This is an optimization exercise on Yosys and OpenROAD, whose aim is small area, not a production implementation. Only simulation tests tie the RTL to the original design; equivalence was not proved.

// led_driver
module led_driver(
 input clock,
 input rst,
 input [31:0] data,
 output [7:0] AN,
 output CA,
 output CB,
 output CC,
 output CD,
 output CE,
 output CF,
 output CG
 );
Size in the first run: ~25 flip-flops, about 49 I/O pins.
Settings: LEC_CHECK=0, CAP_MARGIN=20, CORE_AREA=2.5 2.5 60.5 60.5, DIE_AREA=0 0 63 63, SLEW_MARGIN=20; clock period 5.0 ns.
standard.sh (not shown) runs the stock make flow with config.mk's settings and CLKGATE_MAP_FILE= SYNTH_SCRIPT=/design/flow/synth_recipe.tcl, a recipe that flattens the netlist after the stock synthesis.
==> flow/flow/run.sh <==
#!/bin/bash
# Own layout flow: the standard flow with
#  - synthesis mapped by flow/area.abc (deepsyn, then area mapping) and no adder
#    cell extraction (ADDER_MAP_FILE empty),
#  - port buffers of the smallest buffer cell, buf_1,
#  - clock tree synthesis without dummy loads.
# Each step's full output goes to a log file in this folder.
set -euo pipefail
HERE=$(pwd)
export FLOW_ABC_SCRIPT=$HERE/flow/area.abc
{ head -n 1 synth_recipe.tcl; cat flow/abc_hook.tcl; tail -n +2 synth_recipe.tcl; } > flow_synth.tcl
ARGS=(ADDER_MAP_FILE= "BUFFER_PORTS_ARGS=-buffer_cell sky130_fd_sc_hd__buf_1"
      "CTS_ARGS=-sink_clustering_enable -repair_clock_nets -dont_use_dummy_load")
bash standard.sh SYNTH_SCRIPT=$HERE/flow_synth.tcl "${ARGS[@]}" synth > flow_synth.log 2>&1
bash standard.sh "${ARGS[@]}" finish > flow_finish.log 2>&1
==> flow/flow/abc_hook.tcl <==
# Map with this flow's own ABC script (flow/area.abc) in place of ORFS's.
proc abc {args} {
  set i [lsearch -exact $args -script]
  if { $i >= 0 } { lset args [expr { $i + 1 }] $::env(FLOW_ABC_SCRIPT) }
  puts "abc (flow hook): $args"
  yosys abc {*}$args
}
==> flow/flow/area.abc <==
strash
&get -n
&deepsyn -T 5
&put
amap
Then changed:
--- a/flow/flow/run.sh
+++ b/flow/flow/run.sh
@@ -3 +3 @@
-#  - synthesis mapped by flow/area.abc (deepsyn, then area mapping) and no adder
+#  - synthesis mapped by flow/area.abc (area-oriented ABC script) and no adder
@@ -5,2 +5 @@
-#  - port buffers of the smallest buffer cell, buf_1,
-#  - clock tree synthesis without dummy loads.
+#  - port buffers of the smallest buffer cell, buf_1.
@@ -12,2 +11 @@
-ARGS=(ADDER_MAP_FILE= "BUFFER_PORTS_ARGS=-buffer_cell sky130_fd_sc_hd__buf_1"
-      "CTS_ARGS=-sink_clustering_enable -repair_clock_nets -dont_use_dummy_load")
+ARGS=(ADDER_MAP_FILE= "BUFFER_PORTS_ARGS=-buffer_cell sky130_fd_sc_hd__buf_1")
--- a/flow/flow/abc_hook.tcl
+++ b/flow/flow/abc_hook.tcl
@@ -1,0 +2 @@
+rename abc my_orfs_abc
@@ -6 +7 @@
-  yosys abc {*}$args
+  my_orfs_abc {*}$args
==> flow/flow/area.abc (replaced) <==
strash
dch -f
amap
--- a/flow/config.mk
+++ b/flow/config.mk
@@ -9,2 +9,2 @@
-export CORE_AREA = 2.5 2.5 60.5 60.5
-export DIE_AREA = 0 0 63 63
+export CORE_MARGIN = 2
+export CORE_UTILIZATION = 40
What happened: This time the run stopped in 1_2_yosys.
Then changed:
--- a/flow/flow/run.sh
+++ b/flow/flow/run.sh
@@ -5 +5,2 @@
-#  - port buffers of the smallest buffer cell, buf_1.
+#  - port buffers of the smallest buffer cell, buf_1,
+#  - clock tree synthesis without dummy loads.
@@ -11 +12,2 @@
-ARGS=(ADDER_MAP_FILE= "BUFFER_PORTS_ARGS=-buffer_cell sky130_fd_sc_hd__buf_1")
+ARGS=(ADDER_MAP_FILE= "BUFFER_PORTS_ARGS=-buffer_cell sky130_fd_sc_hd__buf_1"
+      "CTS_ARGS=-sink_clustering_enable -repair_clock_nets -dont_use_dummy_load")
--- a/flow/flow/abc_hook.tcl
+++ b/flow/flow/abc_hook.tcl
@@ -2 +1,0 @@
-rename abc my_orfs_abc
@@ -7 +6 @@
-  my_orfs_abc {*}$args
+  yosys abc {*}$args
--- a/flow/config.mk
+++ b/flow/config.mk
@@ -9,2 +9,2 @@
-export CORE_MARGIN = 2
-export CORE_UTILIZATION = 40
+export CORE_AREA = 5 5 85 85
+export DIE_AREA = 0 0 90 90
Now the flow ran to the end with no violations.

static timing again, ports no longer ideal:
The flow's constraints put no driver on any port. The routed layouts listed below were extracted and timed again, unchanged, in two steps. Step 1: set_driving_cell puts a clkbuf_16 on clock and a buf_2 on each other input, an assumption about the parent block. Step 2 times the ports against the registers' clock, not the clock port: input delays grow and output delays shrink by t, the midpoint of the rising clock arrivals with the driver on. Three values: ideal, step 1, step 2; two values: the first two.
run	t, ns	slack for setup (ns)	slew at the worst register clock pin (ns)	worst slew at a driven data input, ns
the first run	0.322	2.051 / 2.031 / 2.352	0.11 / 0.11	0.04
the third run	0.286	2.301 / 2.275 / 2.561	0.09 / 0.09	0.04
After both steps every run listed still meets setup and hold.
